What follows belongs to an exercise in optimizing a design on an open flow for a short achievable clock period and few clock cycles; a production flow would make more cautious choices. Function not checked in this run: the RTL went through the layout flow alone. Power is estimated from default activity; no workload was simulated.

## design/flow/design.v

```verilog
typedef logic[(32)-1:0]       word_t;
typedef logic[($clog2((32)))-1:0]        reg_t;
typedef logic[(5)-1:0]      shamt_t;
typedef logic[(16)-1:0]        imm_t;
typedef logic[(26)-1:0]   jmp_addr_t;
typedef enum logic[5:0] {
  OPCODE_RTYPE  =  0,
  OPCODE_J      =  2,
  OPCODE_JAL    =  3,
  OPCODE_BEQ    =  4,
  OPCODE_BNE    =  5,
  OPCODE_BLEZ   =  6,
  OPCODE_BGTZ   =  7,
  OPCODE_ADDI   =  8,
  OPCODE_ADDIU  =  9,
  OPCODE_SLTI   = 10,
  OPCODE_SLTIU  = 11,
  OPCODE_ANDI   = 12,
  OPCODE_ORI    = 13,
  OPCODE_XORI   = 14,
  OPCODE_LUI    = 15,
  OPCODE_LB     = 32,
  OPCODE_LH     = 33,
  OPCODE_LW     = 34,
  OPCODE_LBU    = 35,
  OPCODE_LHU    = 36,
  OPCODE_SB     = 40,
  OPCODE_SH     = 41,
  OPCODE_SW     = 43
} opcode_e;
typedef enum logic[5:0] {
  FUNC_SLL      =  0,
  FUNC_SRL      =  2,
  FUNC_SRA      =  3,
  FUNC_SLLV     =  4,
  FUNC_SRLV     =  6,
  FUNC_SRAV     =  7,
  FUNC_JR       =  8,
  FUNC_JALR     =  9,
  FUNC_ADD      = 32,
  FUNC_ADDU     = 33,
  FUNC_SUB      = 34,
  FUNC_SUBU     = 35,
  FUNC_AND      = 36,
  FUNC_OR       = 37,
  FUNC_XOR      = 38,
  FUNC_NOR      = 39,
  FUNC_SLT      = 42,
  FUNC_SLTU     = 43
} func_e;
typedef struct packed {
  opcode_e      opcode;
  reg_t         rs;
  reg_t         rt;
  reg_t         rd;
  shamt_t       shamt;
  func_e        func;
} rtype_instr_t;
typedef struct packed {
  opcode_e      opcode;
  reg_t         rs;
  reg_t         rt;
  imm_t         imm;
} itype_instr_t;
typedef struct packed {
  opcode_e      opcode;
  jmp_addr_t    jmp_addr;
} jtype_instr_t;
typedef enum logic[1:0] {
  INSTR_RTYPE,
  INSTR_ITYPE,
  INSTR_JTYPE
} instr_type_e;
typedef enum logic[2:0] {
  NO_BR_JMP,
  BR_EQ,
  BR_NE,
  BR_LE,
  BR_GT,
  J,
  JR
} br_jmp_op_e;
typedef enum logic[1:0] {
  MEM_NONE,
  MEM_ST,
  MEM_LD
} mem_op_e;
typedef enum logic[1:0] {
  SZ_B,
  SZ_H,
  SZ_W
} mem_sz_e;
typedef enum logic[2:0] {
  ALU_ADD,
  ALU_SUB,
  ALU_AND,
  ALU_OR,
  ALU_XOR,
  ALU_NOR,
  ALU_SL,
  ALU_SR
} alu_op_e;
package mips_pkg;
   typedef logic[(32)-1:0]       word_t;
typedef logic[($clog2((32)))-1:0]        reg_t;
typedef logic[(5)-1:0]      shamt_t;
typedef logic[(16)-1:0]        imm_t;
typedef logic[(26)-1:0]   jmp_addr_t;
typedef enum logic[5:0] {
  OPCODE_RTYPE  =  0,
  OPCODE_J      =  2,
  OPCODE_JAL    =  3,
  OPCODE_BEQ    =  4,
  OPCODE_BNE    =  5,
  OPCODE_BLEZ   =  6,
  OPCODE_BGTZ   =  7,
  OPCODE_ADDI   =  8,
  OPCODE_ADDIU  =  9,
  OPCODE_SLTI   = 10,
  OPCODE_SLTIU  = 11,
  OPCODE_ANDI   = 12,
  OPCODE_ORI    = 13,
  OPCODE_XORI   = 14,
  OPCODE_LUI    = 15,
  OPCODE_LB     = 32,
  OPCODE_LH     = 33,
  OPCODE_LW     = 34,
  OPCODE_LBU    = 35,
  OPCODE_LHU    = 36,
  OPCODE_SB     = 40,
  OPCODE_SH     = 41,
  OPCODE_SW     = 43
} opcode_e;
typedef enum logic[5:0] {
  FUNC_SLL      =  0,
  FUNC_SRL      =  2,
  FUNC_SRA      =  3,
  FUNC_SLLV     =  4,
  FUNC_SRLV     =  6,
  FUNC_SRAV     =  7,
  FUNC_JR       =  8,
  FUNC_JALR     =  9,
  FUNC_ADD      = 32,
  FUNC_ADDU     = 33,
  FUNC_SUB      = 34,
  FUNC_SUBU     = 35,
  FUNC_AND      = 36,
  FUNC_OR       = 37,
  FUNC_XOR      = 38,
  FUNC_NOR      = 39,
  FUNC_SLT      = 42,
  FUNC_SLTU     = 43
} func_e;
typedef struct packed {
  opcode_e      opcode;
  reg_t         rs;
  reg_t         rt;
  reg_t         rd;
  shamt_t       shamt;
  func_e        func;
} rtype_instr_t;
typedef struct packed {
  opcode_e      opcode;
  reg_t         rs;
  reg_t         rt;
  imm_t         imm;
} itype_instr_t;
typedef struct packed {
  opcode_e      opcode;
  jmp_addr_t    jmp_addr;
} jtype_instr_t;
typedef enum logic[1:0] {
  INSTR_RTYPE,
  INSTR_ITYPE,
  INSTR_JTYPE
} instr_type_e;
typedef enum logic[2:0] {
  NO_BR_JMP,
  BR_EQ,
  BR_NE,
  BR_LE,
  BR_GT,
  J,
  JR
} br_jmp_op_e;
typedef enum logic[1:0] {
  MEM_NONE,
  MEM_ST,
  MEM_LD
} mem_op_e;
typedef enum logic[1:0] {
  SZ_B,
  SZ_H,
  SZ_W
} mem_sz_e;
typedef enum logic[2:0] {
  ALU_ADD,
  ALU_SUB,
  ALU_AND,
  ALU_OR,
  ALU_XOR,
  ALU_NOR,
  ALU_SL,
  ALU_SR
} alu_op_e;
  typedef struct packed {
    bit    rnw;
    word_t addr;
    word_t data;
  } cpu_dmem_pkt_t;
  typedef struct packed {
    word_t data;
  } dmem_cpu_pkt_t;
  typedef struct packed {
    word_t addr;
  } cpu_imem_pkt_t;
  typedef struct packed {
    word_t data;
  } imem_cpu_pkt_t;
  typedef struct packed {
    logic v;
    logic n;
    logic z;
  } flags_t;
  typedef struct packed {
    alu_op_e    op;
    word_t      s0;
    word_t      s1;
    bit         sgnd;
  } alu_in_pkt_t;
  typedef struct packed {
    flags_t     flags;
    word_t      res;
  } alu_out_pkt_t;
  typedef struct packed {
    br_jmp_op_e br_jmp_op;
    mem_op_e    mem_op;
    mem_sz_e    mem_sz;
    alu_op_e    alu_op;
    logic       sgnd;
    logic       slt;
    logic       dst_vld;
    reg_t       dst_reg;
    word_t      s0;
    word_t      s1;
    word_t      s2;
  } dec_exec_pkt_t;
  typedef struct packed {
    logic       jmp_vld;
    word_t      addr;
    mem_op_e    mem_op;
    mem_sz_e    mem_sz;
    logic       sgnd;
    logic       dst_vld;
    reg_t       dst_reg;
    word_t      data;
  } exec_mem_pkt_t;
  typedef struct packed {
    word_t pc;
    word_t instr;
  } ftch_dec_pkt_t;
  typedef struct packed {
    word_t addr;
  } ftch_imem_pkt_t;
  typedef struct packed {
    word_t data;
  } imem_ftch_pkt_t;
  typedef struct packed {
    logic   rs_vld;
    logic   rt_vld;
    reg_t   rs;
    reg_t   rt;
  } dec_haz_pkt_t;
  typedef struct packed {
    logic   stall;
    logic   bubble;
  } haz_dec_pkt_t;
  typedef struct packed {
    logic   dst_vld;
    reg_t   dst_reg;
  } exec_haz_pkt_t;
  typedef struct packed {
    logic   bubble;
  } haz_exec_pkt_t;
  typedef struct packed {
    logic   jmp_vld;
    logic   dst_vld;
    reg_t   dst_reg;
  } mem_haz_pkt_t;
  typedef struct packed {
    bit    rnw;
    word_t addr;
    word_t data;
  } mem_dmem_pkt_t;
  typedef struct packed {
    word_t data;
  } dmem_mem_pkt_t;
  typedef struct packed {
    word_t      addr;
  } mem_ftch_pkt_t;
  typedef struct packed {
    logic   dst_vld;
    reg_t   dst_reg;
    word_t  data;
  } mem_wrb_pkt_t;
  typedef struct packed {
    logic [4:0]addr;
  } reg_file_rd_req_pkt_t;
  typedef struct packed {
    word_t data;
  } reg_file_rd_rsp_pkt_t;
  typedef struct packed {
    logic [4:0]addr;
    word_t     data;
  } reg_file_wr_req_pkt_t;
  typedef struct packed {
    reg_t   addr;
    word_t  data;
  } wrb_dec_pkt_t;
  function automatic instr_type_e get_instr_type(word_t instr);
    instr_type_e  instr_type;
    case (instr[31:26])
      mips_pkg::OPCODE_RTYPE:         instr_type = mips_pkg::INSTR_RTYPE;
      mips_pkg::OPCODE_J, mips_pkg::OPCODE_JAL: instr_type = mips_pkg::INSTR_JTYPE;
      default:              instr_type = mips_pkg::INSTR_ITYPE;
    endcase
    get_instr_type = instr_type;
  endfunction
  function automatic alu_op_e get_opcode_alu_op(opcode_e opcode);
    alu_op_e alu_op;
    case (opcode)
      mips_pkg::OPCODE_BGTZ,
      mips_pkg::OPCODE_BLEZ,
      mips_pkg::OPCODE_BNE,
      mips_pkg::OPCODE_BEQ,
      mips_pkg::OPCODE_SLTI,
      mips_pkg::OPCODE_SLTIU: alu_op = mips_pkg::ALU_SUB;
      mips_pkg::OPCODE_ANDI:  alu_op = mips_pkg::ALU_AND;
      mips_pkg::OPCODE_ORI:   alu_op = mips_pkg::ALU_OR;
      mips_pkg::OPCODE_XORI:  alu_op = mips_pkg::ALU_XOR;
      mips_pkg::OPCODE_LUI:   alu_op = mips_pkg::ALU_SL;
      default:      alu_op = mips_pkg::ALU_ADD;
    endcase
    get_opcode_alu_op = alu_op;
  endfunction
  function automatic br_jmp_op_e get_opcode_br_jmp_op(opcode_e opcode);
    br_jmp_op_e br_jmp_op;
    case (opcode)
      mips_pkg::OPCODE_BGTZ:  br_jmp_op = mips_pkg::BR_GT;
      mips_pkg::OPCODE_BLEZ:  br_jmp_op = mips_pkg::BR_LE;
      mips_pkg::OPCODE_BNE:   br_jmp_op = mips_pkg::BR_NE;
      mips_pkg::OPCODE_BEQ:   br_jmp_op = mips_pkg::BR_EQ;
      mips_pkg::OPCODE_J,
      mips_pkg::OPCODE_JAL:   br_jmp_op = mips_pkg::J;
      default:      br_jmp_op = mips_pkg::NO_BR_JMP;
    endcase
    get_opcode_br_jmp_op = br_jmp_op;
  endfunction
  function automatic mem_op_e get_opcode_mem_op(opcode_e opcode);
    mem_op_e mem_op;
    case (opcode)
      mips_pkg::OPCODE_LB,
      mips_pkg::OPCODE_LBU,
      mips_pkg::OPCODE_LH,
      mips_pkg::OPCODE_LHU,
      mips_pkg::OPCODE_LW:    mem_op = mips_pkg::MEM_LD;
      mips_pkg::OPCODE_SB,
      mips_pkg::OPCODE_SH,
      mips_pkg::OPCODE_SW:    mem_op = mips_pkg::MEM_ST;
      default:      mem_op = mips_pkg::MEM_NONE;
    endcase
    get_opcode_mem_op = mem_op;
  endfunction
  function automatic mem_sz_e get_opcode_mem_sz(opcode_e opcode);
    mem_sz_e mem_sz;
    case (opcode)
      mips_pkg::OPCODE_LB,
      mips_pkg::OPCODE_LBU,
      mips_pkg::OPCODE_SB:    mem_sz = mips_pkg::SZ_B;
      mips_pkg::OPCODE_LH,
      mips_pkg::OPCODE_LHU,
      mips_pkg::OPCODE_SH:    mem_sz = mips_pkg::SZ_H;
      mips_pkg::OPCODE_LW,
      mips_pkg::OPCODE_SW:    mem_sz = mips_pkg::SZ_W;
      default:      mem_sz = mips_pkg::SZ_B;
    endcase
    get_opcode_mem_sz = mem_sz;
  endfunction
  function automatic logic get_opcode_sgnd(opcode_e opcode);
    logic sgnd;
    case (opcode)
      mips_pkg::OPCODE_LB,
      mips_pkg::OPCODE_LH,
      mips_pkg::OPCODE_SB,
      mips_pkg::OPCODE_SH,
      mips_pkg::OPCODE_BLEZ,
      mips_pkg::OPCODE_BGTZ,
      mips_pkg::OPCODE_ADDI,
      mips_pkg::OPCODE_SLTI:  sgnd = 1;
      default:      sgnd = 0;
    endcase
    get_opcode_sgnd = sgnd;
  endfunction
  function automatic logic get_opcode_dst_vld(opcode_e opcode);
    logic dst_vld;
    case (opcode)
      mips_pkg::OPCODE_BEQ,
      mips_pkg::OPCODE_BNE,
      mips_pkg::OPCODE_BLEZ,
      mips_pkg::OPCODE_BGTZ,
      mips_pkg::OPCODE_SB,
      mips_pkg::OPCODE_SH,
      mips_pkg::OPCODE_SW:    dst_vld = 0;
      default:      dst_vld = 1;
    endcase
    get_opcode_dst_vld = dst_vld;
  endfunction
  function automatic logic get_opcode_is_br(opcode_e opcode);
    get_opcode_is_br = (opcode == mips_pkg::OPCODE_BEQ) || (opcode == mips_pkg::OPCODE_BNE) || (opcode == mips_pkg::OPCODE_BLEZ) || (opcode == mips_pkg::OPCODE_BGTZ);
  endfunction
  function automatic logic get_opcode_uses_sign_ext_imm(opcode_e opcode);
    logic uses_sign_ext_imm;
    case (opcode)
      mips_pkg::OPCODE_BEQ,
      mips_pkg::OPCODE_BNE,
      mips_pkg::OPCODE_BLEZ,
      mips_pkg::OPCODE_BGTZ,
      mips_pkg::OPCODE_ADDI,
      mips_pkg::OPCODE_ADDIU,
      mips_pkg::OPCODE_SLTI,
      mips_pkg::OPCODE_SLTIU,
      mips_pkg::OPCODE_LBU,
      mips_pkg::OPCODE_LHU,
      mips_pkg::OPCODE_LB,
      mips_pkg::OPCODE_LH,
      mips_pkg::OPCODE_LW,
      mips_pkg::OPCODE_SB,
      mips_pkg::OPCODE_SH,
      mips_pkg::OPCODE_SW:    uses_sign_ext_imm = 1;
      default:      uses_sign_ext_imm = 0;
    endcase
    get_opcode_uses_sign_ext_imm = uses_sign_ext_imm;
  endfunction
  function automatic logic get_opcode_rs_vld(opcode_e opcode);
    logic rs_vld;
    case (opcode)
      mips_pkg::OPCODE_LUI:   rs_vld = 0;
      default:      rs_vld = 1;
    endcase
    get_opcode_rs_vld = rs_vld;
  endfunction
  function automatic logic get_opcode_rt_vld(opcode_e opcode);
    logic rt_vld;
    case (opcode)
      mips_pkg::OPCODE_BEQ,
      mips_pkg::OPCODE_BNE,
      mips_pkg::OPCODE_SB,
      mips_pkg::OPCODE_SH,
      mips_pkg::OPCODE_SW:    rt_vld = 1;
      default:      rt_vld = 0;
    endcase
    get_opcode_rt_vld = rt_vld;
  endfunction
  function automatic logic get_func_uses_shamt(func_e func);
    logic uses_shamt;
    case (func)
      mips_pkg::FUNC_SLL,
      mips_pkg::FUNC_SRL,
      mips_pkg::FUNC_SRA:     uses_shamt = 1;
      default:      uses_shamt = 0;
    endcase
    get_func_uses_shamt = uses_shamt;
  endfunction
  function automatic alu_op_e get_func_alu_op(func_e func);
    alu_op_e alu_op;
    case (func)
      mips_pkg::FUNC_SLL,
      mips_pkg::FUNC_SLLV:    alu_op = mips_pkg::ALU_SL;
      mips_pkg::FUNC_SRL,
      mips_pkg::FUNC_SRA,
      mips_pkg::FUNC_SRLV,
      mips_pkg::FUNC_SRAV:    alu_op = mips_pkg::ALU_SR;
      mips_pkg::FUNC_SUB,
      mips_pkg::FUNC_SUBU,
      mips_pkg::FUNC_SLT,
      mips_pkg::FUNC_SLTU:    alu_op = mips_pkg::ALU_SUB;
      mips_pkg::FUNC_AND:     alu_op = mips_pkg::ALU_AND;
      mips_pkg::FUNC_OR:      alu_op = mips_pkg::ALU_OR;
      mips_pkg::FUNC_XOR:     alu_op = mips_pkg::ALU_XOR;
      mips_pkg::FUNC_NOR:     alu_op = mips_pkg::ALU_NOR;
      default:      alu_op = mips_pkg::ALU_ADD;
    endcase
    get_func_alu_op = alu_op;
  endfunction
  function automatic logic get_func_sgnd(func_e func);
    logic sgnd;
    case (func)
      mips_pkg::FUNC_SRA,
      mips_pkg::FUNC_SRAV,
      mips_pkg::FUNC_ADD,
      mips_pkg::FUNC_SUB,
      mips_pkg::FUNC_SLT:     sgnd = 1;
      default:      sgnd = 0;
    endcase
    get_func_sgnd = sgnd;
  endfunction
  function automatic logic get_func_rs_vld(func_e func);
    logic rs_vld;
    case (func)
      mips_pkg::FUNC_SLL,
      mips_pkg::FUNC_SRL,
      mips_pkg::FUNC_SRA:     rs_vld = 0;
      default:      rs_vld = 1;
    endcase
    get_func_rs_vld = rs_vld;
  endfunction
  function automatic logic get_func_rt_vld(func_e func);
    logic rt_vld;
    case (func)
      mips_pkg::FUNC_JR,
      mips_pkg::FUNC_JALR:    rt_vld = 0;
      default:      rt_vld = 1;
    endcase
    get_func_rt_vld = rt_vld;
  endfunction
endpackage
module ftch_stg(
  input logic clk,
  input logic resetn,
  output logic                          ftch_imem_vld,
  output mips_pkg::ftch_imem_pkt_t ftch_imem_pkt,
  input  logic                          imem_ftch_vld,
  input  mips_pkg::imem_ftch_pkt_t imem_ftch_pkt,
  output logic                          ftch_dec_vld,
  input  logic                          ftch_dec_rdy,
  output mips_pkg::ftch_dec_pkt_t   ftch_dec_pkt,
  input  logic                          mem_ftch_vld,
  input  mips_pkg::mem_ftch_pkt_t   mem_ftch_pkt
);
  mips_pkg::word_t pc_q;
  mips_pkg::word_t pc_nxt;
  mips_pkg::word_t pc_inc;
  mips_pkg::word_t pc_br;
  mips_pkg::word_t pc_jmp;
  logic pc_advance;
  logic pc_change;
  logic ftch_dec_vld_q;
  logic ftch_dec_vld_nxt;
  logic         ftch_imem_vld_rdy;
  mips_pkg::word_t instr_q;
  mips_pkg::word_t instr_nxt;
  assign pc_advance         = ftch_dec_vld & ftch_dec_rdy;  
  assign pc_change          = mem_ftch_vld | pc_advance;
  assign pc_inc             = pc_q + 'd4;
  assign pc_nxt             = (mem_ftch_vld)  ?  mem_ftch_pkt.addr  :
                              (pc_advance)    ?  pc_inc :
                                                 pc_q;
  assign ftch_imem_vld      = ~mem_ftch_vld & ~ftch_dec_vld_q;  
  assign ftch_imem_pkt.addr = pc_q;
  assign ftch_dec_vld       = (ftch_imem_vld_rdy | ftch_dec_vld_q)               
                              & ~mem_ftch_vld;                                   
  assign ftch_dec_pkt.pc    = pc_inc;
  assign ftch_dec_pkt.instr = (ftch_imem_vld_rdy) ? instr_nxt :  
                                                    instr_q;     
  assign ftch_imem_vld_rdy  = ftch_imem_vld & imem_ftch_vld;
  assign ftch_dec_vld_nxt   = (ftch_imem_vld_rdy | ftch_dec_vld_q) & ~pc_change;
  assign instr_nxt          = (ftch_imem_vld_rdy) ? imem_ftch_pkt.data :
                                                    instr_q;
  always_ff @(posedge clk, negedge resetn) begin : ff_pc
    if (resetn == 0) begin
      pc_q <= 0;
    end else begin
      pc_q <= pc_nxt;
    end
  end
  always_ff @(posedge clk, negedge resetn) begin : ff_ftch_dec_vld
    if (resetn == 0) begin
      ftch_dec_vld_q <= 0;
    end else begin
      ftch_dec_vld_q <= ftch_dec_vld_nxt;
    end
  end
  always_ff @(posedge clk, negedge resetn) begin : ff_instr
    if (resetn == 0) begin
      instr_q <= 0;
    end else begin
      instr_q <= instr_nxt;
    end
  end
endmodule
module reg_file(
  input  logic                                     clk,
  input  logic                                     resetn,
  input  logic [1:0]                               reg_file_rd_req_vld,
  input  logic [1:0][4:0]                          reg_file_rd_req_addr,
  output mips_pkg::word_t [1:0]                    reg_file_rd_rsp_data,
  input  logic                                     reg_file_wr_req_vld,
  input  logic [4:0]                               reg_file_wr_req_addr,
  input  mips_pkg::word_t                          reg_file_wr_req_data
);
  mips_pkg::word_t [31:1]data_q;
  mips_pkg::word_t [31:1]data_nxt;
  always_comb begin : comb_reg_file_rd_rsp
    reg_file_rd_rsp_data = 0;
    for (int rd_port = 0; rd_port < 2; rd_port++) begin
      if (reg_file_rd_req_vld[rd_port] && reg_file_rd_req_addr[rd_port] != 0) begin
        if (reg_file_wr_req_vld && reg_file_wr_req_addr == reg_file_rd_req_addr[rd_port]) begin
          reg_file_rd_rsp_data[rd_port] = reg_file_wr_req_data;
        end else begin
          reg_file_rd_rsp_data[rd_port] = data_q[reg_file_rd_req_addr[rd_port]];
        end
      end
    end
  end
  always_comb begin : comb_data
    data_nxt = data_q;
    if (reg_file_wr_req_vld && reg_file_wr_req_addr != 0) begin
      data_nxt[reg_file_wr_req_addr] = reg_file_wr_req_data;
    end
  end
  always_ff @(posedge clk, negedge resetn) begin : ff_data
    if (resetn == 0) begin
      data_q <= 0;
    end else begin
      data_q <= data_nxt;
    end
  end
endmodule
module dec_stg(
  input  logic                          clk,
  input  logic                          resetn,
  input  logic                          ftch_dec_vld,
  output logic                          ftch_dec_rdy,
  input  mips_pkg::ftch_dec_pkt_t   ftch_dec_pkt,
  output logic                          dec_exec_vld,
  input  logic                          dec_exec_rdy,
  output mips_pkg::dec_exec_pkt_t   dec_exec_pkt,
  output mips_pkg::dec_haz_pkt_t         dec_haz_pkt,
  input  mips_pkg::haz_dec_pkt_t         haz_dec_pkt,
  input  logic                          wrb_dec_vld,
  input  mips_pkg::wrb_dec_pkt_t     wrb_dec_pkt
);
  logic in_pkt_vld;
  logic in_pkt_vld_nxt;
  mips_pkg::ftch_dec_pkt_t in_pkt_q;
  mips_pkg::ftch_dec_pkt_t in_pkt_nxt;
  assign ftch_dec_rdy = ~haz_dec_pkt.stall & ((dec_exec_vld & dec_exec_rdy) | haz_dec_pkt.bubble | ~in_pkt_vld);
  always_comb begin : comb_in_pkt
    in_pkt_vld_nxt = in_pkt_vld;
    in_pkt_nxt     = in_pkt_q;
    if (ftch_dec_vld && ftch_dec_rdy) begin
      in_pkt_vld_nxt = 1;
      in_pkt_nxt     = ftch_dec_pkt;
    end else if (dec_exec_vld && dec_exec_rdy || haz_dec_pkt.bubble) begin
      in_pkt_vld_nxt = 0;
      in_pkt_nxt     = 0;
    end
  end
  always_ff @(posedge clk, negedge resetn) begin : ff_in_pkt
    if (resetn == 0) begin
      in_pkt_vld <= 0;
      in_pkt_q   <= 0;
    end else begin
      in_pkt_vld <= in_pkt_vld_nxt;
      in_pkt_q   <= in_pkt_nxt;
    end
  end
  mips_pkg::word_t        sign_ext_imm;
  mips_pkg::word_t        zero_ext_imm;
  mips_pkg::word_t        rs_dat;
  mips_pkg::word_t        rt_dat;
  mips_pkg::instr_type_e  instr_type;
  mips_pkg::rtype_instr_t rtype;
  mips_pkg::itype_instr_t itype;
  mips_pkg::jtype_instr_t jtype;
  mips_pkg::br_jmp_op_e   br_jmp_op;
  mips_pkg::mem_op_e      mem_op;
  mips_pkg::mem_sz_e      mem_sz;
  mips_pkg::alu_op_e      alu_op;
  logic         sgnd;
  logic         slt;
  logic         dst_vld;
  mips_pkg::reg_t         dst_reg;
  logic         rs_vld;
  logic         rt_vld;
  mips_pkg::word_t        s0;
  mips_pkg::word_t        s1;
  mips_pkg::word_t        s2;
  assign instr_type   = mips_pkg::get_instr_type(in_pkt_q.instr);
  assign rtype        = mips_pkg::rtype_instr_t'(in_pkt_q.instr);
  assign itype        = mips_pkg::itype_instr_t'(in_pkt_q.instr);
  assign jtype        = mips_pkg::jtype_instr_t'(in_pkt_q.instr);
  assign sign_ext_imm = {{16{itype.imm[15]}}, itype.imm};
  assign zero_ext_imm = {16'b0, itype.imm};
  assign rs_dat       = reg_file_rd_rsp_data[0];
  assign rt_dat       = reg_file_rd_rsp_data[1];
  always_comb begin : comb_decode
    br_jmp_op   = mips_pkg::NO_BR_JMP;
    mem_op      = mips_pkg::MEM_NONE;
    mem_sz      = mips_pkg::SZ_B;
    alu_op      = mips_pkg::ALU_ADD;
    sgnd        = 0;
    slt         = 0;
    dst_vld     = 0;
    dst_reg     = 0;
    rs_vld      = 0;
    rt_vld      = 0;
    s0          = 0;
    s1          = 0;
    s2          = 0;
    if (instr_type == mips_pkg::INSTR_RTYPE) begin
      br_jmp_op = (((rtype.func == mips_pkg::FUNC_JR) || (rtype.func == mips_pkg::FUNC_JALR))) ? mips_pkg::JR :
                                                             mips_pkg::NO_BR_JMP;
      alu_op    = mips_pkg::get_func_alu_op(rtype.func);
      sgnd      = mips_pkg::get_func_sgnd(rtype.func);
      slt       = ((rtype.func == mips_pkg::FUNC_SLT) || (rtype.func == mips_pkg::FUNC_SLTU));
      dst_vld   = (rtype.func != mips_pkg::FUNC_JR);
      dst_reg   = rtype.rd;
      rs_vld    = mips_pkg::get_func_rs_vld(rtype.func);
      rt_vld    = mips_pkg::get_func_rt_vld(rtype.func);
      s0        = (mips_pkg::get_func_uses_shamt(rtype.func)) ? rtype.shamt :
                  (rtype.func == mips_pkg::FUNC_JALR)         ? in_pkt_q.pc :
                                                      rs_dat;
      s1        = (rtype.func == mips_pkg::FUNC_JALR) ? 32'd4 :
                                              rt_dat;
      s2        = rs_dat;
    end else if (instr_type == mips_pkg::INSTR_ITYPE) begin
      br_jmp_op = mips_pkg::get_opcode_br_jmp_op(itype.opcode);
      mem_op    = mips_pkg::get_opcode_mem_op(itype.opcode);
      mem_sz    = mips_pkg::get_opcode_mem_sz(itype.opcode);
      alu_op    = mips_pkg::get_opcode_alu_op(itype.opcode);
      sgnd      = mips_pkg::get_opcode_sgnd(itype.opcode);
      slt       = ((itype.opcode == mips_pkg::OPCODE_SLTI) || (itype.opcode == mips_pkg::OPCODE_SLTIU));
      dst_vld   = mips_pkg::get_opcode_dst_vld(itype.opcode);
      dst_reg   = itype.rt;
      rs_vld    = mips_pkg::get_opcode_rs_vld(itype.opcode);
      rt_vld    = mips_pkg::get_opcode_rt_vld(itype.opcode);
      s0        = (itype.opcode == mips_pkg::OPCODE_LUI) ? 32'd16 :
                                                 rs_dat;
      s1        = (((itype.opcode == mips_pkg::OPCODE_BLEZ) || (itype.opcode == mips_pkg::OPCODE_BGTZ))) ? 32'b0 :
                  (((itype.opcode == mips_pkg::OPCODE_BNE) || (itype.opcode == mips_pkg::OPCODE_BEQ)))   ? rt_dat :
                  (mips_pkg::get_opcode_uses_sign_ext_imm(itype.opcode))     ? sign_ext_imm :
                                                                     zero_ext_imm;
      s2        = (mips_pkg::get_opcode_is_br(itype.opcode)) ? in_pkt_q.pc + {sign_ext_imm[29:0], 2'b0} :
                  (mem_op == mips_pkg::MEM_ST)               ? rt_dat :
                                                     0;
    end else if (instr_type == mips_pkg::INSTR_JTYPE) begin
      br_jmp_op = mips_pkg::J;
      s0        = in_pkt_q.pc;
      s2        = jtype.jmp_addr;
      if (jtype.opcode == mips_pkg::OPCODE_JAL) begin
        dst_vld = 1;
        dst_reg = 31;
        s1      = 32'd4;
      end
    end
  end
  assign dec_exec_vld           = in_pkt_vld & ~(haz_dec_pkt.stall | haz_dec_pkt.bubble);
  assign dec_exec_pkt.br_jmp_op = br_jmp_op;
  assign dec_exec_pkt.mem_op    = mem_op;
  assign dec_exec_pkt.mem_sz    = mem_sz;
  assign dec_exec_pkt.alu_op    = alu_op;
  assign dec_exec_pkt.sgnd      = sgnd;
  assign dec_exec_pkt.slt       = slt;
  assign dec_exec_pkt.dst_vld   = dst_vld;
  assign dec_exec_pkt.dst_reg   = dst_reg;
  assign dec_exec_pkt.s0        = s0;
  assign dec_exec_pkt.s1        = s1;
  assign dec_exec_pkt.s2        = s2;
  assign dec_haz_pkt.rs_vld = rs_vld;
  assign dec_haz_pkt.rt_vld = rt_vld;
  assign dec_haz_pkt.rs     = rtype.rs;
  assign dec_haz_pkt.rt     = rtype.rt;
  logic [1:0]                   reg_file_rd_req_vld;
  logic [1:0][4:0]              reg_file_rd_req_addr;
  mips_pkg::word_t [1:0]        reg_file_rd_rsp_data;
  logic                         reg_file_wr_req_vld;
  logic [4:0]                   reg_file_wr_req_addr;
  mips_pkg::word_t              reg_file_wr_req_data;
  assign reg_file_rd_req_vld            = '1;
  assign reg_file_rd_req_addr[0]        = rtype.rs;
  assign reg_file_rd_req_addr[1]        = rtype.rt;
  assign reg_file_wr_req_vld            = wrb_dec_vld;
  assign reg_file_wr_req_data           = wrb_dec_pkt.data;
  assign reg_file_wr_req_addr           = wrb_dec_pkt.addr;
  reg_file i_reg_file(
    .*
  );
endmodule
module alu(
  input  mips_pkg::alu_in_pkt_t  alu_in_pkt,
  output mips_pkg::alu_out_pkt_t alu_out_pkt
);
  mips_pkg::word_t a;
  mips_pkg::word_t b;
  mips_pkg::word_t dat;
  assign alu_out_pkt.res        = dat;
  assign alu_out_pkt.flags.n    = dat[31];
  assign alu_out_pkt.flags.v    = (alu_in_pkt.op == mips_pkg::ALU_ADD)  ? (~dat[31] & a[31] & alu_in_pkt.s1[31])
                                                                 | (dat[31] & ~a[31] & ~alu_in_pkt.s1[31]) :
                                  (alu_in_pkt.op == mips_pkg::ALU_SUB)  ? (a[31] ^ alu_in_pkt.s1[31]) & ~(dat[31] ^ alu_in_pkt.s1[31]) :
                                                                0;
  assign alu_out_pkt.flags.z    = ~(|dat);
  assign a = alu_in_pkt.s0;
  assign b = !(alu_in_pkt.op == mips_pkg::ALU_SUB) ? alu_in_pkt.s1 :
                                           ~alu_in_pkt.s1 + 'b1;
  always_comb begin : comb_res
    dat = 0;
    case (alu_in_pkt.op)
      mips_pkg::ALU_ADD,
      mips_pkg::ALU_SUB: dat = a + b;
      mips_pkg::ALU_AND: dat = a & b;
      mips_pkg::ALU_OR:  dat = a | b;
      mips_pkg::ALU_XOR: dat = a ^ b;
      mips_pkg::ALU_NOR: dat = ~(a | b);
      mips_pkg::ALU_SL:  dat = b << a[4:0];
      mips_pkg::ALU_SR:  dat = (alu_in_pkt.sgnd) ? $unsigned($signed(b) >>> a[4:0]) : b >> a[4:0];
    endcase
  end
endmodule
module exec_stg(
  input  logic                          clk,
  input  logic                          resetn,
  input  logic                          dec_exec_vld,
  output logic                          dec_exec_rdy,
  input  mips_pkg::dec_exec_pkt_t   dec_exec_pkt,
  output logic                          exec_mem_vld,
  input  logic                          exec_mem_rdy,
  output mips_pkg::exec_mem_pkt_t   exec_mem_pkt,
  input  mips_pkg::haz_exec_pkt_t        haz_exec_pkt,
  output mips_pkg::exec_haz_pkt_t        exec_haz_pkt
);
  logic in_pkt_vld;
  logic in_pkt_vld_nxt;
  mips_pkg::dec_exec_pkt_t in_pkt_q;
  mips_pkg::dec_exec_pkt_t in_pkt_nxt;
  assign dec_exec_rdy = (exec_mem_vld & exec_mem_rdy) | haz_exec_pkt.bubble | ~in_pkt_vld;
  always_comb begin : comb_in_pkt
    in_pkt_vld_nxt = in_pkt_vld;
    in_pkt_nxt     = in_pkt_q;
    if (dec_exec_vld && dec_exec_rdy) begin
      in_pkt_vld_nxt = 1;
      in_pkt_nxt     = dec_exec_pkt;
    end else if (exec_mem_vld && exec_mem_rdy || haz_exec_pkt.bubble) begin
      in_pkt_vld_nxt = 0;
      in_pkt_nxt     = 0;
    end
  end
  always_ff @(posedge clk, negedge resetn) begin : ff_in_pkt
    if (resetn == 0) begin
      in_pkt_vld <= 0;
      in_pkt_q   <= 0;
    end else begin
      in_pkt_vld <= in_pkt_vld_nxt;
      in_pkt_q   <= in_pkt_nxt;
    end
  end
  mips_pkg::alu_in_pkt_t  alu_in_pkt;
  mips_pkg::alu_out_pkt_t alu_out_pkt;
  assign alu_in_pkt.op      = in_pkt_q.alu_op;
  assign alu_in_pkt.s0      = in_pkt_q.s0;
  assign alu_in_pkt.s1      = in_pkt_q.s1;
  assign alu_in_pkt.sgnd    = in_pkt_q.sgnd;
  alu i_alu(
    .*
  );
  assign exec_haz_pkt.dst_vld = in_pkt_q.dst_vld;
  assign exec_haz_pkt.dst_reg = in_pkt_q.dst_reg;
  logic     lt;
  logic     jmp_vld;
  mips_pkg::word_t    addr;
  mips_pkg::mem_op_e  mem_op;
  mips_pkg::mem_sz_e  mem_sz;
  logic     sgnd;
  logic     dst_vld;
  mips_pkg::reg_t     dst_reg;
  mips_pkg::word_t    data;
  assign lt         = alu_out_pkt.flags.n ^ alu_out_pkt.flags.v ^ (~alu_in_pkt.sgnd & (alu_in_pkt.s0[31] ^ alu_in_pkt.s1[31]));
  assign mem_op     = in_pkt_q.mem_op;
  assign mem_sz     = in_pkt_q.mem_sz;
  assign sgnd       = in_pkt_q.sgnd;
  assign dst_vld    = in_pkt_q.dst_vld;
  assign dst_reg    = in_pkt_q.dst_reg;
  always_comb begin : comb_exec_mem
    jmp_vld = 0;
    addr    = alu_out_pkt.res;
    data    = alu_out_pkt.res;
    if (in_pkt_q.slt) begin
      data = {31'b0, lt};
    end
    if (in_pkt_q.mem_op == mips_pkg::MEM_ST) begin
      data = in_pkt_q.s2;
    end
    if (in_pkt_q.br_jmp_op != mips_pkg::NO_BR_JMP) begin
      case (in_pkt_q.br_jmp_op)
        mips_pkg::BR_EQ:  jmp_vld = alu_out_pkt.flags.z;
        mips_pkg::BR_NE:  jmp_vld = ~alu_out_pkt.flags.z;
        mips_pkg::BR_LE:  jmp_vld = lt | alu_out_pkt.flags.z;
        mips_pkg::BR_GT:  jmp_vld = ~lt & ~alu_out_pkt.flags.z;
        mips_pkg::JR,
        mips_pkg::J:      jmp_vld = 1;
      endcase
      case (in_pkt_q.br_jmp_op)
        mips_pkg::BR_EQ,
        mips_pkg::BR_NE,
        mips_pkg::BR_LE,
        mips_pkg::BR_GT,
        mips_pkg::JR:     addr = in_pkt_q.s2;
        mips_pkg::J:      addr = {in_pkt_q.s0[31:28], in_pkt_q.s2[25:0], 2'b00};
      endcase
    end
  end
  assign exec_mem_vld         = in_pkt_vld & ~haz_exec_pkt.bubble;
  assign exec_mem_pkt.jmp_vld = jmp_vld;
  assign exec_mem_pkt.addr    = addr;
  assign exec_mem_pkt.mem_op  = mem_op;
  assign exec_mem_pkt.mem_sz  = mem_sz;
  assign exec_mem_pkt.sgnd    = sgnd;
  assign exec_mem_pkt.dst_vld = dst_vld;
  assign exec_mem_pkt.dst_reg = dst_reg;
  assign exec_mem_pkt.data    = data;
endmodule
module mem_stg(
  input  logic                          clk,
  input  logic                          resetn,
  input  logic                          exec_mem_vld,
  output logic                          exec_mem_rdy,
  input  mips_pkg::exec_mem_pkt_t   exec_mem_pkt,
  output mips_pkg::mem_haz_pkt_t         mem_haz_pkt,
  output logic                          mem_ftch_vld,
  output mips_pkg::mem_ftch_pkt_t   mem_ftch_pkt,
  output logic                          mem_dmem_vld,
  output mips_pkg::mem_dmem_pkt_t   mem_dmem_pkt,
  input  logic                          dmem_mem_vld,
  input  mips_pkg::dmem_mem_pkt_t   dmem_mem_pkt,
  output logic                          mem_wrb_vld,
  output mips_pkg::mem_wrb_pkt_t     mem_wrb_pkt
);
  logic in_pkt_vld;
  logic in_pkt_vld_nxt;
  mips_pkg::exec_mem_pkt_t in_pkt_q;
  mips_pkg::exec_mem_pkt_t in_pkt_nxt;
  assign exec_mem_rdy = mem_wrb_vld | ~in_pkt_vld;
  always_comb begin : comb_in_pkt
    in_pkt_vld_nxt = in_pkt_vld;
    in_pkt_nxt     = in_pkt_q;
    if (exec_mem_vld && exec_mem_rdy) begin
      in_pkt_vld_nxt = 1;
      in_pkt_nxt     = exec_mem_pkt;
    end else if (mem_wrb_vld) begin
      in_pkt_vld_nxt = 0;
      in_pkt_nxt     = 0;
    end
  end
  always_ff @(posedge clk, negedge resetn) begin : ff_in_pkt
    if (resetn == 0) begin
      in_pkt_vld <= 0;
      in_pkt_q   <= 0;
    end else begin
      in_pkt_vld <= in_pkt_vld_nxt;
      in_pkt_q   <= in_pkt_nxt;
    end
  end
  assign mem_haz_pkt.jmp_vld = in_pkt_q.jmp_vld;
  assign mem_haz_pkt.dst_vld = in_pkt_q.dst_vld;
  assign mem_haz_pkt.dst_reg = in_pkt_q.dst_reg;
  assign mem_ftch_vld       = in_pkt_q.jmp_vld;
  assign mem_ftch_pkt.addr  = in_pkt_q.addr;
  mips_pkg::word_t wr_data;
  mips_pkg::word_t rd_data;
  assign mem_dmem_vld       = in_pkt_vld & (in_pkt_q.mem_op != mips_pkg::MEM_NONE);
  assign mem_dmem_pkt.rnw   = in_pkt_q.mem_op == mips_pkg::MEM_LD;
  assign mem_dmem_pkt.addr  = in_pkt_q.addr;
  assign mem_dmem_pkt.data  = wr_data;
  always_comb begin : comb_rd_wr_data
    wr_data = in_pkt_q.data;
    rd_data = dmem_mem_pkt.data;
    if (in_pkt_q.mem_sz == mips_pkg::SZ_B) begin
      wr_data = {24'b0, in_pkt_q.data[7:0]};
      if (in_pkt_q.sgnd) begin
        rd_data = {{24{dmem_mem_pkt.data[7]}}, dmem_mem_pkt.data[7:0]};
      end else begin
        rd_data = {24'b0, dmem_mem_pkt.data[7:0]};
      end
    end else if (in_pkt_q.mem_sz == mips_pkg::SZ_H) begin
      wr_data = {16'b0, in_pkt_q.data[15:0]};
      if (in_pkt_q.sgnd) begin
        rd_data = {{16{dmem_mem_pkt.data[15]}}, dmem_mem_pkt.data[15:0]};
      end else begin
        rd_data = {16'b0, dmem_mem_pkt.data[15:0]};
      end
    end
  end
  assign mem_wrb_vld            = ~(mem_dmem_vld & ~dmem_mem_vld) & in_pkt_vld;
  assign mem_wrb_pkt.dst_vld    = in_pkt_q.dst_vld;
  assign mem_wrb_pkt.dst_reg    = in_pkt_q.dst_reg;
  assign mem_wrb_pkt.data       = (mem_dmem_vld & mem_dmem_pkt.rnw) ? rd_data:
                                                                      in_pkt_q.data;
endmodule
module wrb_stg(
  input  logic                      clk,
  input  logic                      resetn,
  input  logic                      mem_wrb_vld,
  input  mips_pkg::mem_wrb_pkt_t mem_wrb_pkt,
  output logic                      wrb_dec_vld,
  output mips_pkg::wrb_dec_pkt_t wrb_dec_pkt
);
  logic in_pkt_vld;
  logic in_pkt_vld_nxt;
  mips_pkg::mem_wrb_pkt_t in_pkt_q;
  mips_pkg::mem_wrb_pkt_t in_pkt_nxt;
  always_comb begin : comb_in_pkt
    in_pkt_vld_nxt = 0;
    in_pkt_nxt     = 0;
    if (mem_wrb_vld) begin
      in_pkt_vld_nxt = 1;
      in_pkt_nxt     = mem_wrb_pkt;
    end
  end
  always_ff @(posedge clk, negedge resetn) begin : ff_in_pkt
    if (resetn == 0) begin
      in_pkt_vld <= 0;
      in_pkt_q   <= 0;
    end else begin
      in_pkt_vld <= in_pkt_vld_nxt;
      in_pkt_q   <= in_pkt_nxt;
    end
  end
  assign wrb_dec_vld       = in_pkt_q.dst_vld;
  assign wrb_dec_pkt.addr  = in_pkt_q.dst_reg;
  assign wrb_dec_pkt.data  = in_pkt_q.data;
endmodule
module haz(
  input  mips_pkg::exec_haz_pkt_t    exec_haz_pkt,
  input  mips_pkg::mem_haz_pkt_t     mem_haz_pkt,
  input  mips_pkg::dec_haz_pkt_t     dec_haz_pkt,
  output mips_pkg::haz_dec_pkt_t     haz_dec_pkt,
  output mips_pkg::haz_exec_pkt_t    haz_exec_pkt
);
  logic stall;
  logic bubble;
  assign bubble = mem_haz_pkt.jmp_vld;
  always_comb begin : comb_stall
    stall = 0;
    if (dec_haz_pkt.rs_vld) begin
      stall |= dec_haz_pkt.rs == exec_haz_pkt.dst_reg && exec_haz_pkt.dst_vld;
      stall |= dec_haz_pkt.rs == mem_haz_pkt.dst_reg && mem_haz_pkt.dst_vld;
    end
    if (dec_haz_pkt.rt_vld) begin
      stall |= dec_haz_pkt.rt == exec_haz_pkt.dst_reg && exec_haz_pkt.dst_vld;
      stall |= dec_haz_pkt.rt == mem_haz_pkt.dst_reg && mem_haz_pkt.dst_vld;
    end
  end
  assign haz_dec_pkt.stall      = stall & ~bubble;
  assign haz_dec_pkt.bubble     = bubble;
  assign haz_exec_pkt.bubble    = bubble;
endmodule
module cpu(
  input  logic                          clk,
  input  logic                          resetn,
  output logic                          cpu_imem_vld,
  output mips_pkg::cpu_imem_pkt_t   cpu_imem_pkt,
  input  logic                          imem_cpu_vld,
  input  mips_pkg::imem_cpu_pkt_t   imem_cpu_pkt,
  output logic                          cpu_dmem_vld,
  output mips_pkg::cpu_dmem_pkt_t   cpu_dmem_pkt,
  input  logic                          dmem_cpu_vld,
  input  mips_pkg::dmem_cpu_pkt_t   dmem_cpu_pkt
);
  logic                          ftch_imem_vld;
  mips_pkg::ftch_imem_pkt_t ftch_imem_pkt;
  logic                          imem_ftch_vld;
  mips_pkg::imem_ftch_pkt_t imem_ftch_pkt;
  logic                          ftch_dec_vld;
  logic                          ftch_dec_rdy;
  mips_pkg::ftch_dec_pkt_t   ftch_dec_pkt;
  logic                          mem_ftch_vld;
  mips_pkg::mem_ftch_pkt_t   mem_ftch_pkt;
  logic                          dec_exec_vld;
  logic                          dec_exec_rdy;
  mips_pkg::dec_exec_pkt_t   dec_exec_pkt;
  mips_pkg::dec_haz_pkt_t         dec_haz_pkt;
  mips_pkg::haz_dec_pkt_t         haz_dec_pkt;
  logic                          exec_mem_vld;
  logic                          exec_mem_rdy;
  mips_pkg::exec_mem_pkt_t   exec_mem_pkt;
  mips_pkg::haz_exec_pkt_t        haz_exec_pkt;
  mips_pkg::exec_haz_pkt_t        exec_haz_pkt;
  mips_pkg::mem_haz_pkt_t         mem_haz_pkt;
  logic                          mem_dmem_vld;
  mips_pkg::mem_dmem_pkt_t   mem_dmem_pkt;
  logic                          dmem_mem_vld;
  mips_pkg::dmem_mem_pkt_t   dmem_mem_pkt;
  logic                          mem_wrb_vld;
  mips_pkg::mem_wrb_pkt_t     mem_wrb_pkt;
  logic                          wrb_dec_vld;
  mips_pkg::wrb_dec_pkt_t     wrb_dec_pkt;
  assign cpu_imem_vld   = ftch_imem_vld;
  assign cpu_imem_pkt   = ftch_imem_pkt;
  assign imem_ftch_vld  = imem_cpu_vld;
  assign imem_ftch_pkt  = imem_cpu_pkt;
  assign cpu_dmem_vld   = mem_dmem_vld;
  assign cpu_dmem_pkt   = mem_dmem_pkt;
  assign dmem_mem_vld   = dmem_cpu_vld;
  assign dmem_mem_pkt   = dmem_cpu_pkt;
  ftch_stg  i_ftch(.*);
  dec_stg   i_dec(.*);
  exec_stg  i_exec(.*);
  mem_stg   i_mem(.*);
  wrb_stg   i_wrb(.*);
  haz       i_haz(.*);
endmodule
module mips_cpu(
  input  logic        clk,
  input  logic        resetn,
  output logic        imem_req_vld,
  output logic [31:0] imem_req_addr,
  input  logic        imem_rsp_vld,
  input  logic [31:0] imem_rsp_data,
  output logic        dmem_req_vld,
  output logic        dmem_req_rnw,
  output logic [31:0] dmem_req_addr,
  output logic [31:0] dmem_req_data,
  input  logic        dmem_rsp_vld,
  input  logic [31:0] dmem_rsp_data
);
  mips_pkg::cpu_imem_pkt_t cpu_imem_pkt;
  mips_pkg::imem_cpu_pkt_t imem_cpu_pkt;
  mips_pkg::cpu_dmem_pkt_t cpu_dmem_pkt;
  mips_pkg::dmem_cpu_pkt_t dmem_cpu_pkt;
  assign imem_req_addr     = cpu_imem_pkt.addr;
  assign imem_cpu_pkt.data = imem_rsp_data;
  assign dmem_req_rnw      = cpu_dmem_pkt.rnw;
  assign dmem_req_addr     = cpu_dmem_pkt.addr;
  assign dmem_req_data     = cpu_dmem_pkt.data;
  assign dmem_cpu_pkt.data = dmem_rsp_data;
  cpu i_cpu(
    .clk          (clk),
    .resetn       (resetn),
    .cpu_imem_vld (imem_req_vld),
    .cpu_imem_pkt (cpu_imem_pkt),
    .imem_cpu_vld (imem_rsp_vld),
    .imem_cpu_pkt (imem_cpu_pkt),
    .cpu_dmem_vld (dmem_req_vld),
    .cpu_dmem_pkt (cpu_dmem_pkt),
    .dmem_cpu_vld (dmem_rsp_vld),
    .dmem_cpu_pkt (dmem_cpu_pkt)
  );
endmodule
```

## design/flow/run.sh

```bash
#!/bin/bash
# synth_recipe.tcl (not shown) runs the flow's synth.tcl, then flattens the netlist and writes it again
# the make line also repeats each setting of config.mk as NAME=value (left out here)
make -C /OpenROAD-flow-scripts/flow DESIGN_CONFIG=/design/flow/config.mk WORK_HOME=/design/flow/orfs CLKGATE_MAP_FILE= SYNTH_SCRIPT=/design/flow/synth_recipe.tcl finish
```

## design/flow/config.mk

```make
export PLATFORM = sky130hd
export DESIGN_NAME = mips_cpu
export DESIGN_NICKNAME = mips_cpu
export VERILOG_FILES = /design/flow/design.v
export SDC_FILE = /design/flow/constraint.sdc
export NUM_CORES = 4
export LEC_CHECK = 0
export CAP_MARGIN = 20
export CORE_MARGIN = 2
export CORE_UTILIZATION = 40
export SLEW_MARGIN = 20
```

## design/flow/constraint.sdc

```tcl
create_clock -name core_clock -period 7.5 [get_ports {clk}]
set_input_delay 1.5000 -clock core_clock [delete_from_list [all_inputs] [get_ports {clk}]]
set_output_delay 1.5000 -clock core_clock [all_outputs]
set_load 0.01 [all_outputs]
```

==> notes.md <==
==> sequential cells by signal, indices dropped and copies added (netlist names) <==
register and count:
i_cpu.i_ftch.ftch_dec_vld_q 1, i_cpu.i_mem.in_pkt_q 76, i_cpu.i_dec.i_reg_file.data_q 992, i_cpu.i_ftch.pc_q 32, i_cpu.i_ftch.instr_q 32, i_cpu.i_dec.in_pkt_q 64, i_cpu.i_wrb.in_pkt_q 38, i_cpu.i_mem.in_pkt_vld 1
i_cpu.i_exec.in_pkt_vld 1, i_cpu.i_exec.in_pkt_q 114, i_cpu.i_dec.in_pkt_vld 1
==> synthesized netlist by cell type (all sizes together), types with 25 or more instances <==
cell / number
dfrtp: 1352
mux2: 1039
nand2: 788
clkbuf: 597
nor2: 426
mux4: 406
o21ai: 399
nand3: 349
a21oi: 307
buf: 214
mux2i: 200
nor3: 123
inv: 116
ha: 113
o211ai: 108
a22oi: 106
xor2: 81
a21o: 79
nand2b: 78
xnor2: 78
o311ai: 74
a311o: 69
and3: 67
a211oi: 61
a221oi: 58
and2: 45
o22ai: 43
nand4: 41
a311oi: 40
a22o: 34
or3: 34
a31oi: 32
nor2b: 31
o31ai: 30
nor4: 28
or2: 28
a2bb2oi: 27
a32oi: 25
==> final cells by class <==
type,count,area (um^2)
fillers,19621,116000
multi-input cells,5716,47600
flip-flops and latches,1352,33900
clock buffers,215,4430
repair buffers,384,3560
well taps,2805,3510
clock inverters,64,811
inverters,121,459
diodes,12,30.0
==> how the worst max path moves through the flow <==
stage	end	cells after the start	slack, ns
2_1_floorplan	i_cpu.i_mem.in_pkt_q[75]	19	2.19
3_3_place_gp	i_cpu.i_mem.in_pkt_q[75]	21	1.33
3_5_place_dp	i_cpu.i_mem.in_pkt_q[75]	21	1.38
4_1_cts	i_cpu.i_mem.in_pkt_q[75]	21	1.34
5_1_grt	i_cpu.i_mem.in_pkt_q[75]	21	0.78
6_report	i_cpu.i_mem.in_pkt_q[75]	20	1.15
==> cells by family after synthesis <==
kind of cell	Yosys count	synth area share
and+or+nand+nor	2102	0.115
xor gates and xnor gates	159	0.0165
buffers and inverters	932	0.0436
AOI/OAI and AO/OA	1695	0.138
muxes	1645	0.270
adders and majority gates	115	0.0172
DFF	1352	0.400
==> power groups by stage <==
stage,Combinational [uW],Clock (uW),Sequential (uW)
2_1_floorplan,13900,0,8600
3_3_place_gp,22100,0,9450
3_5_place_dp,22100,0,9460
4_1_cts,22200,8010,9340
5_1_grt,24000,8320,9440
6_report,23000,7890,9390
==> through the flow <==
stage	worst slack, ns	instance area (um^2)	total power (uW)
floorplan	2.19	84600	22500
global placement	1.33	88900	31600
detailed placement	1.38	89000	31600
CTS	1.34	94200	39500
global route	0.776	94300	41700
finish	1.15	94300	40300
==> layer usage <==
layer,vias up,wire [um]
li1,29333,-
met1,35878,134000
met2,3561,153000
met3,874,29400
met4,22,23300
met5,-,136
==> flow_summary.ini <==
[run_status]
status = complete, no violations

[place]
dp.cells = 10378
dp_hpwl_mm = 235
gp_congestion = 1.07
io_buffers = 166

[pwr]
pwr-share-seq = 0.233
p_sw_uw = 20800
pwr-share-clk = 0.196
pwr-share-comb = 0.571
internal_power_uw = 19600
switching_share = 0.515
p_per_area_nw_per_um2 = 428
ir_worst_vdd_mv = 0.649
total_leakage_power_uw = 0.0410

[worst_setup_path]
critical_path_peak_fanout = 10
path_cells = inv_1 > ha_1 > nor2b_1 > and4_1 > o211ai_1 > inv_1 > ha_1 > and3_1 > a21boi_0 > nor3b_1 > o21a_1 > o31ai_1 > a2111o_1 > and3b_1 > o32a_1 > a2111o_1 > nor4_1 > and4_4 > mux2_4 > nand3_1
cp_data_arrival_time_ns = 7.09
reg2reg_to = i_cpu.i_mem.in_pkt_q[75]
slowest_delay_ns = 0.97
cp_top_family = compound AO/OA/AOI/OAI gates
ff2ff_setup_slack_ns = 1.15
cp_slowest_cell = o211ai_1
criticalPathCategory = register to register
r2r_cells = 20
crit_path_start = i_cpu.i_exec.in_pkt_q[32]
reg2reg_from = i_cpu.i_exec.in_pkt_q[32]
critPathBufInv = 2
startpoint_type = register
critPathRequiredTime_ns = 8.24
end_kind = register

[logic_synthesis]
yosysUniqueCellTypes = 103
async_reset_ff_frac = 1.00
yosys_warnings = 8
synth_area_um2 = 84600
yosysTopAreaCellShare = 0.400
ys_top_cells_by_area = dfrtp_1 40%, mux2_2 14%, mux4_2 11%
yosysTopAreaCell = dfrtp_1
avgSynthCellArea_um2 = 10.6
syn_nets = 8183
ys.flop_type = dfrtp_1
ys_seq_area_frac = 0.400
synth_edf_count = 0
ys_seq_elements = 1352
synth_cells = 8000

[min_path]
hold_class = register to register
hp-start = i_cpu.i_ftch.instr_q[0]
min_to = i_cpu.i_ftch.instr_q[0]
holdPathStages = 1

[global_route]
grt_pass1_wl_mm = 496
grt_start_max_net_pins = 154
overflow = 0
grtUsageTotal = 0.310
grt_use_met2 = 0.478
antenna_found_initial = 20
grt_util_met1 = 0.403
grt_use_met3 = 0.0666
grt_pass1_vias = 68169
grt.busiest_layer = met2

[die]
die_area_um2 = 215000
die_w_um = 464
initial_core_util = 0.403
core_area_um2 = 210000
die_h_um = 464
rows = 168
ioPinCount = 167

[clock_tree]
tritoncts = built
holdBufCountCts = 0
cts_inserted_buffers = 153
clk_pin_slew_ns = 0.06
clk-insertion-delay-late_ns = 0.83
post_cts_buffers = 0
htreeDepth = 4
post_cts_resized = 0
numClockSinks = 1352
cts_buffer_depth = 3
root_buffer = clkbuf_16

[routing]
wl_per_cell_um = 31.9
drt_iter0_drc = 8260
viasPerCell = 6.53
drc = 0
finalWirelength_mm = 340
ant_nets = 0
vias = 69668
first_pass_iters = 6

[sta]
tightestPinTransition_ns = 1.31
timing.fmax_ghz = 0.158
finalCritPeriodShare = 0.846
relSlewSlack = 0.114
final_hold_viol_count = 0
setup_viol = 0
hold_slack_ns = 0.499
period_needed_ns = 6.35
tns_ns = 0
skew_ns = 0.0434
maxSlewViolCount = 0
rsz0062_at_grt = no

[layout]
final_util = 0.449
final_cell_count_no_fill = 10669
final_common_cell = dfrtp_1
layout-drive-gt1-share = 0.263
final_cell_mix = 1331 x dfrtp_1, 1038 x mux2_2, 772 x nand2_1, 408 x nor2_1, 406 x mux4_2
area_growth_pct = 11.4
fin_nets = 7911

[run]
max_cap_viol_count = 0

## static timing again, ports no longer ideal
How much do the figures lean on ideal ports? The routed layout below was timed once more, with nothing changed but the port constraints. Step 1, drivers: a clkbuf_16 drives clk and a buf_2 each remaining input, both assumed. Step 2, shift: input delay + t, output delay - t, t = (earliest + latest rising clock arrival at the registers) / 2. This alone moves slack from input paths to output paths. a / b / c = ideal / step 1 / step 2; a / b = the first two.
t (ns): 0.892
setup slack, ns: 1.153 / 1.153 / 1.153
worst data-port slew with drivers (ns): 0.11
After both steps this run still meets setup and hold. For this run, drivers alone change the setup slack by 0.000 ns; drivers and shift together by 0.000 ns.
